This is an optimization exercise on Yosys and OpenROAD, whose aim is small area and a short achievable clock period, not a production implementation.
In this exercise RTL edits were held to simulation tests only and were not proved equivalent to the original.
Power is estimated from default activity; no workload was simulated.

<file path="flow/run.sh">
#!/bin/bash
# synth_recipe.tcl (not shown) runs the flow's synth.tcl, then flattens the netlist and writes it again
# the make line also repeats each setting of config.mk as NAME=value (left out here)
make -C /OpenROAD-flow-scripts/flow DESIGN_CONFIG=/design/flow/config.mk WORK_HOME=/design/flow/orfs CLKGATE_MAP_FILE= SYNTH_SCRIPT=/design/flow/synth_recipe.tcl finish
</file>
<file path="flow/config.mk">
export PLATFORM = sky130hd
export DESIGN_NAME = alu
export DESIGN_NICKNAME = alu
export VERILOG_FILES = /design/flow/design.v
export SDC_FILE = /design/flow/constraint.sdc
export NUM_CORES = 4
export LEC_CHECK = 0
export CAP_MARGIN = 20
export CORE_MARGIN = 2
export CORE_UTILIZATION = 40
export SLEW_MARGIN = 20
</file>
<file path="flow/constraint.sdc">
create_clock -name core_clock -period 5.0 [get_ports {clk}]
set_input_delay 1.0000 -clock core_clock [delete_from_list [all_inputs] [get_ports {clk}]]
set_output_delay 1.0000 -clock core_clock [all_outputs]
set_load 0.01 [all_outputs]
</file>
<file path="flow/design.v">
module alu #(parameter DATA_WIDTH = 8, CMD_WIDTH = 4)(
        input clk, rst, MODE, CE,
        input [1:0]INP_VALID,
        input [CMD_WIDTH-1:0]CMD,
        input [DATA_WIDTH-1:0]OPA,OPB,
        input CIN,
        output reg [2*DATA_WIDTH:0]res,
        output reg cout, oflow, g, l, e, err
);
        localparam ADD = 4'b0000,  
                        SUB = 4'b0001,
                        ADD_CIN = 4'b0010,
                        SUB_CIN = 4'b0011,
                        INC_A = 4'b0100,
                        DEC_A = 4'b0101,
                        INC_B = 4'b0110,
                        DEC_B = 4'b0111,
                        CMP = 4'b1000,
                        MUL_1 = 4'b1001,
                        MUL_2 = 4'b1010,
                        ADD_S = 4'b1011,
                        SUB_S = 4'b1100,
                        AND = 4'b0000,  
                        NAND = 4'b0001,
                        OR = 4'b0010,
                        NOR = 4'b0011,
                        XOR = 4'b0100,
                        XNOR = 4'b0101,
                        NOT_A = 4'b0110,
                        NOT_B = 4'b0111,
                        SHR1_A = 4'b1000,
                        SHL1_A = 4'b1001,
                        SHR1_B = 4'b1010,
                        SHL1_B = 4'b1011,
                        ROL_A_B = 4'b1100,
                        ROR_A_B = 4'b1101;
        localparam N = $clog2(DATA_WIDTH);
        localparam signed [DATA_WIDTH:0] MAX_POS = (1 << (DATA_WIDTH - 1)) - 1;
        localparam signed [DATA_WIDTH:0] MIN_NEG = -(1 << (DATA_WIDTH - 1));
        reg [DATA_WIDTH-1:0]opa_reg, opb_reg;
        reg [CMD_WIDTH-1:0] cmd_reg;
        reg mode_reg, ce_reg;
        reg [1:0] inp_valid_reg;
        reg cin_reg;
        reg [DATA_WIDTH-1:0] mul_opa, mul_opb;
        reg mul_reg1;
        reg [2*DATA_WIDTH:0] mul_res;
        reg mul_reg2;
        reg [N-1:0]shift_amount;
        reg [2*DATA_WIDTH:0] RES;
        reg COUT, OFLOW, G, L, E, ERR;
        wire signed [DATA_WIDTH-1:0] opa_s = opa_reg;
        wire signed [DATA_WIDTH-1:0] opb_s = opb_reg;
        reg signed [2*DATA_WIDTH:0] res_s;
    	always@(posedge clk or posedge rst) begin
		if(rst) begin
			opa_reg <= 0;
			opb_reg <= 0;
			ce_reg <= 0;
			mode_reg <= 0;
			cmd_reg <= 0;
			inp_valid_reg <= 0;
			cin_reg <= 0;
		end
		else begin
			opa_reg <= OPA;
			opb_reg <= OPB;
			cmd_reg <= CMD;
			mode_reg <= MODE;
			ce_reg <= CE;
			inp_valid_reg <= INP_VALID;
			cin_reg <= CIN;
		end
	end
	always @(*) begin
        RES = 0;
        COUT = 0;
        OFLOW = 0;
        G = 0;
        L = 0;
        E = 0;
        ERR = 0;
        res_s = 0;
        shift_amount = 0;
        if(ce_reg) begin
            if(mode_reg) begin
                if(inp_valid_reg == 2'b11)begin
                    case(cmd_reg)
                        ADD : begin
                            RES = opa_reg + opb_reg;
                            COUT = RES[DATA_WIDTH]?1:0;
                        end
                        SUB : begin
                            OFLOW = (opa_reg < opb_reg)?1:0;
                            RES = opa_reg - opb_reg;
                        end
                        ADD_CIN : begin
                            RES = opa_reg + opb_reg + cin_reg;
                            COUT = RES[DATA_WIDTH]?1:0;
                        end
                        SUB_CIN : begin
                            OFLOW = (opa_reg < opb_reg)?1:0;
                            RES = opa_reg - opb_reg - cin_reg;
                        end
                        CMP : begin
                            if(opa_reg == opb_reg)
                            begin
                                E = 1'b1;
                            end
                            else if(opa_reg > opb_reg)
                            begin
                                G = 1'b1;
                            end
                            else if(opa_reg < opb_reg)
                            begin
                                L = 1'b1;
                            end
                            else
                            begin
                                E = 0;
                                G = 0;
                                L = 0;
                            end
                        end
                        MUL_1 : begin
                                if(mul_reg2) begin
                                    RES = mul_res;
                                end else begin
                                    RES = 0;
                                end
                        end
                        MUL_2 : begin
                                if(mul_reg2) begin
                                   RES = mul_res;
                                end else begin
                                    RES = 0;
                                end
                        end
                        ADD_S : begin
                                res_s = opa_s + opb_s;
                                RES = res_s;
                                COUT = res_s[DATA_WIDTH];
                                OFLOW = (res_s > MAX_POS) || (res_s < MIN_NEG);
                                E = (opa_s == opb_s)?1:0;
                                G = (opa_s > opb_s)?1:0;
                                L = (opa_s < opb_s)?1:0;
                        end
					    SUB_S : begin
                                res_s = opa_s - opb_s;
                                RES = res_s;
                                COUT = res_s[DATA_WIDTH];
                                OFLOW = (res_s > MAX_POS) || (res_s < MIN_NEG);
                                E = (opa_s == opb_s)?1:0;
                                G = (opa_s > opb_s)?1:0;
                                L = (opa_s < opb_s)?1:0;
                        end
                        default : begin
                                    RES = 0;
                                    COUT = 0;
                                    OFLOW = 0;
                                    G = 0;
                                    L = 0;
                                    E = 0;
                                    ERR = 1;
                               end
                    endcase
                end
                else if(inp_valid_reg == 2'b10) begin
                    case(cmd_reg)
                        INC_A : begin
                            RES = opa_reg + 1;
                            OFLOW = RES[DATA_WIDTH]?1:0;
                        end
                        DEC_A : begin
                            RES = opa_reg - 1;
                            OFLOW = (opa_reg < 1)?1:0;
                        end
                        default : begin
                            RES = 0;
                            COUT = 0;
                            OFLOW = 0;
                            G = 0;
                            L = 0;
                            E = 0;
                            ERR = 1;
                        end
                    endcase
                end
                else if(inp_valid_reg == 2'b01) begin
                    case(cmd_reg)
                        INC_B : begin
                            RES = opb_reg + 1;
                            OFLOW = RES[DATA_WIDTH]?1:0;
                        end
                        DEC_B : begin
                            RES = opb_reg - 1;
                            OFLOW = (opb_reg < 1)?1:0;
                        end
                        default : begin
                            RES = 0;
                            COUT = 0;
                            OFLOW = 0;
                            E = 0;
                            G = 0;
                            L = 0;
                            ERR = 1;
                        end
                    endcase
                end
				else begin
                        RES = 0;
                        COUT = 0;
                        OFLOW = 0;
                        G = 0;
                        L = 0;
                        E = 0;
                        ERR = 1;
                end
            end
            else begin
                if(inp_valid_reg == 2'b11) begin
                    case(cmd_reg)
                        AND : RES = {1'b0, opa_reg & opb_reg};
                        NAND : RES = {1'b0, ~(opa_reg & opb_reg)};
                        OR : RES = {1'b0, opa_reg | opb_reg};
                        NOR : RES = {1'b0, ~(opa_reg | opb_reg)};
                        XOR : RES = {1'b0, opa_reg ^ opb_reg};
                        XNOR : RES = {1'b0, ~(opa_reg ^ opb_reg)};
                        SHR1_A : RES = {1'b0, opa_reg >> 1};
                        SHL1_A : RES = {1'b0, opa_reg << 1};
                        SHR1_B : RES = {1'b0, opb_reg >> 1};
                        SHL1_B : RES = {1'b0, opb_reg << 1};
                        ROL_A_B : begin
                            ERR = (opb_reg[7] | opb_reg[6] | opb_reg[5] | opb_reg[4]);
                            shift_amount = opb_reg[N-1:0];
                            if(shift_amount == 0) begin
                                RES = opa_reg;
                            end
                            else begin
                                RES = (opa_reg << shift_amount) | (opa_reg >> (DATA_WIDTH - shift_amount));
                            end
                        end
			            ROR_A_B : begin
                            ERR = (opb_reg[7] | opb_reg[6] | opb_reg[5] | opb_reg[4]);
                            shift_amount = opb_reg[N-1:0];
                            if(shift_amount == 0)begin
                                RES = opa_reg;
                            end
                            else begin
                                RES = (opa_reg >> shift_amount) | (opa_reg << (DATA_WIDTH - shift_amount));
                            end
                        end
                        default : begin
                            RES = 0;
                            COUT = 0;
                            OFLOW = 0;
                            E = 0;
                            G = 0;
                            L = 0;
                            ERR = 1;
                        end
                    endcase
                end
                else if(inp_valid_reg == 2'b10) begin
                    case(cmd_reg)
                        NOT_A : RES = {1'b0, ~opa_reg};
                        default : ERR = 1;
                    endcase
                end
                else if(inp_valid_reg == 2'b01) begin
                    case(cmd_reg)
                        NOT_B : RES = {1'b0, ~opb_reg};
                        default : ERR = 1;
                    endcase
                end
                else begin
                    RES = 0;
                    COUT = 0;
                    OFLOW = 0;
                    E = 0;
                    G = 0;
                    L = 0;
                    ERR = 1;
                end
            end
        end
    end
    always@(posedge clk  or posedge rst) begin
        if(rst) begin
            mul_opa <= 0;
            mul_opb <= 0;
            mul_reg1 <= 0;
        end
        else begin
            if(ce_reg && mode_reg && inp_valid_reg == 2'b11) begin
                case(cmd_reg)
                    MUL_1 : begin
                        mul_opa <= opa_reg + 1;
                        mul_opb <= opb_reg + 1;
                    end
                    MUL_2 : begin
                        mul_opa <= opa_reg >> 1;
                        mul_opb <= opb_reg;
                    end
                    default : begin
                        mul_opa <= opa_reg;
                        mul_opb <= opb_reg;
                    end
                endcase
                mul_reg1 <= 1;
            end else begin
                mul_reg1 <= 0;
            end
        end
    end  
    always @(posedge clk or posedge rst) begin
        if(rst) begin
            mul_res <= 0;
            mul_reg2 <= 0;
        end else begin
            if(mul_reg1) begin
                mul_res <= mul_opa * mul_opb;
                mul_reg2 <= 1;
            end else begin
                mul_reg2 <= 0;
            end
        end
    end
    always@(posedge clk or posedge rst) begin
        if(rst) begin
            res <= 0;
            cout <= 0;
            oflow <= 0;
            g <= 0;
            l <= 0;
            e <= 0;
            err <= 0;
        end 
        else begin
            res <= RES;
            cout <= COUT;
            oflow <= OFLOW;
            g <= G;
            l <= L;
            e <= E;
            err <= ERR;
        end
    end
endmodule
</file>
==> reports/qor.csv <==
metric,value,unit
"Slew Viols, Final",0,
Syn Area/Cell,8.15,um^2
post-synthesis mux area share,0.0701,
max cap viols,0,
Initial Util,0.404,
vias per cell,6.22,
"Hold-fix buffers, CTS",0,
core area,24900,um^2
Stages on worst setup path,16,
I/O Buffers,49,
leakage,4.61,nW
"Clk Latency, worst-skew pair",0.37,ns
Synth Area in Simple Gates,0.212,
adder-cell area share of the yosys netlist,0.168,
Setup Skew,0.0151,ns
Final Hold Fails,0,
Top reg by flops,res,
CP arrival,4.86,ns
period utilization,0.915,
outcome,timing/DRC/antenna clean,
Setup crit start,mul_opa[2]$_DFFE_PP0P_,
fraction of the mapped netlist area in compound gates,0.228,
clock buffer depth,2,
Final nets,1376,
Largest register FFs,17,
Antenna Violating Nets Remaining,0,
max incr delay on CP,0.54,ns
Horiz. Die Dim,162,um
worst min path class,flip-flop to flip-flop,
setup repair bufs after CTS,0,
final setup fails,0,
Post-synth ARST share,1.00,
Clock Sinks,82,
DR WL/cell,22.6,um
Crit path top cell by count,fa_1,
Hold Path Depth,1,
detailed placement HPWL,26900,um
Yosys warning total,1,
fmax,218,MHz
Final Util,0.449,
Vias,9777,
Setup WS pre-CTS,0.233,ns
die extent in y,162,um
Mapped Nets,1372,
via count of the first global-routing pass,9273,
synthesized flop and latch total,82,
XOR/XNOR Fraction of Synth Area,0.0441,
Residual DRC,0,
clock slew at reported path FFs,0.08,ns
Buffers & Inverters on Critical Path,3,
setup TNS,0,ns
pin count of the biggest net entering global routing,48,
R2R setup slack,0.42,ns
Post-Syn Instances,1233,
share of cells above drive strength 1,0.0958,
Pre-antenna DRT Iters,6,
pwr/cell area,331,nW/um^2
Worst Path Required,5.28,ns
Hold EP,mul_res[10]$_DFFE_PP0P_,
Synth Flop Type,dfrtp_1,
crit end category,flip-flop,
largest family of logic cells by synthesized area,compound AO/OA/AOI/OAI gates,
"EDFF count, synth",0,
H-tree level count,3,
RR Startpoint,mul_opa[2]$_DFFE_PP0P_,
min-delay src,mul_res[10]$_DFFE_PP0P_,
gp weighted congestion,0.999,
critical path class,flip-flop to flip-flop,
overall power,0.00370,W
Initial DRC Count,1357,
GRT Overall Usage,0.272,
die area,26400,um^2
clk root buf,clkbuf_16,
initial antenna violation count,0,
crit-path cells,nand2_1 -> fa_1 -> fa_1 -> inv_1 -> fa_1 -> inv_1 -> fa_1 -> inv_1 -> ha_1 -> o21a_1 -> o31a_1 -> o211ai_1 -> a21oi_1 -> nor3_1 -> or3_1 -> a31oi_1,
Post-Syn Area,10000,um^2
CP max-delay cell,fa_1,
RR Endpoint,mul_res[15]$_DFFE_PP0P_,
post-synthesis cell type count,91,
CTS tree,yes,
Worst slew margin,0.295,
"Largest delay share family, worst path",adder cells,
ANT cells,0,
VDD IR max,0.453,mV
Area Growth Syn to Fin,11.1,%
first-pass GRT wire length,54900,um
CP max FO,9,
io pins,50,
fill count,2481,
Tmin final,4.58,ns
Worst-Margin Slew,1.04,ns
r2r worst-path depth,16,
Startpoint Class,flip-flop,
number of buffers created by CTS,9,
CTS resizes,0,
sequential-to-total area share from yosys stat,0.204,
# rows,58,
total congestion overflow,0,
Post-Route WL,35500,um
Largest regs,"res: 17 flops, mul_res: 16 flops",
RSZ-0062 raised after global routing,no,
fin worst setup slack,0.423,ns
cells by family (layout without fill, tap and decap cells):
kind of cell / after synthesis / after routing
and+or+nand+nor: 428 / 428
muxes: 55 / 55
adders and majority gates: 112 / 112
buffers and inverters: 188 / 197
AOI/OAI and AO/OA: 319 / 319
DFF: 82 / 82
xor gates and xnor gates: 49 / 49
worst max path at each step:
stage | slack (ns) | end
3_3_place_gp | 0.35 | mul_res[14]$_DFFE_PP0P_
2_1_floorplan | 0.59 | mul_res[14]$_DFFE_PP0P_
3_5_place_dp | 0.23 | mul_res[14]$_DFFE_PP0P_
4_1_cts | 0.19 | mul_res[14]$_DFFE_PP0P_
6_report | 0.42 | mul_res[15]$_DFFE_PP0P_
5_1_grt | 0.09 | mul_res[15]$_DFFE_PP0P_
where the power goes:
part	switching (W)	total (W)	internal (W)	leakage, nW
logic	0.00122	0.00211	0.000898	3.46
registers	0.000152	0.000917	0.000765	1.02
clock network	0.000325	0.000669	0.000344	0.131
cell usage after synthesis (6+ instances only):
library cell | number | share of area
o21ai_0 | 58 | 0.029
nor2b_1 | 15 | 0.0093
and2_1 | 38 | 0.024
a21o_1 | 7 | 0.0052
or3_1 | 10 | 0.0062
nor3_1 | 32 | 0.016
a22o_1 | 7 | 0.0061
o22ai_1 | 21 | 0.013
a31oi_1 | 15 | 0.0093
ha_1 | 74 | 0.092
nor4_1 | 12 | 0.0075
clkbuf_1 | 73 | 0.027
mux4_2 | 10 | 0.022
dfrtp_1 | 82 | 0.20
nand3_1 | 32 | 0.016
or2_2 | 6 | 0.0037
o221ai_1 | 10 | 0.0087
mux2i_1 | 22 | 0.022
a221oi_1 | 19 | 0.017
xor2_1 | 13 | 0.011
nand2b_1 | 10 | 0.0062
inv_1 | 91 | 0.034
a211oi_1 | 16 | 0.012
a21oi_1 | 54 | 0.027
xnor2_1 | 35 | 0.031
nand4_1 | 7 | 0.0044
o211ai_1 | 15 | 0.011
nor2_1 | 97 | 0.036
buf_2 | 15 | 0.0075
mux2_2 | 23 | 0.026
fa_1 | 38 | 0.076
o21a_1 | 9 | 0.0067
a22oi_1 | 12 | 0.0090
a32oi_1 | 12 | 0.010
nand2_1 | 130 | 0.049
final cells by class:
| class | count | area, um^2 | share of cell area |
|---|---|---|---|
| Clock buffer | 10 | 229 | 0.0205 |
| Sequential cell | 82 | 2050 | 0.184 |
| Inverter | 93 | 350 | 0.0314 |
| Tap cell | 330 | 413 | 0.0370 |
| Clock inverter | 6 | 48.8 | 0.00437 |
| Timing Repair Buffer | 88 | 783 | 0.0702 |
| Multi-Input combinational cell | 963 | 7290 | 0.653 |
layer usage:
layer | global-route usage | share of wire | vias to the layer above
met5 | 0 | 0 | -
met4 | 0.116 | 0.044 | 0
met3 | 0.0369 | 0.089 | 90
met2 | 0.428 | 0.45 | 540
met1 | 0.377 | 0.42 | 4675
li1 | - | - | 4472
cell usage in the layout, fill, tap and decap left out, drive strengths merged, types with 9 or more instances in the layout:
cell	count
a21oi	54
nor4	12
o21ai	58
fa	38
a22oi	12
or3	10
a31oi	15
buf	39
o211ai	15
nand2	130
clkdlybuf4s50	49
inv	94
mux4	10
dfrtp	82
nand2b	10
clkbuf	10
a32oi	12
o22ai	21
nand3	32
and2	40
mux2	23
a211oi	17
ha	74
o221ai	10
nor2b	16
o21a	9
a221oi	21
xor2	13
nor3	35
nor2	98
xnor2	35
mux2i	22
stage by stage:
stage,hold WS [ns],instance area [um^2],cells
global placement,0.496,10900,1556
detailed placement,0.496,10900,1556
floorplan,0.352,10000,1233
global route,0.561,11200,1572
finish,0.523,11200,1572
CTS,0.522,11100,1572

-- separate check: timing with driven ports --
The flow's constraints put no driver on any port. The routed layout listed below was extracted and timed again, unchanged, in two steps.
Step 1 sets driving cells, clkbuf_16 on the clock port and buf_2 on the other inputs (assumed; they add their load-dependent delay and slew).
Step 2 moves the port delays by t, midway between the first and last clock arrival at a register: inputs arrive t later, outputs are due t later. That takes back most of the time a late clock gives input paths.
Three values: no drivers, after step 1, after step 2; two values: the first two.
t, ns: 0.408
setup WS [ns]: 0.423 / 0.423 / 0.423
worst register clock-pin slew, ns: 0.08 / 0.08
After both steps setup and hold are still met in this run. The setup slack of this run moves by 0.000 ns with the drivers and by 0.000 ns with both steps.
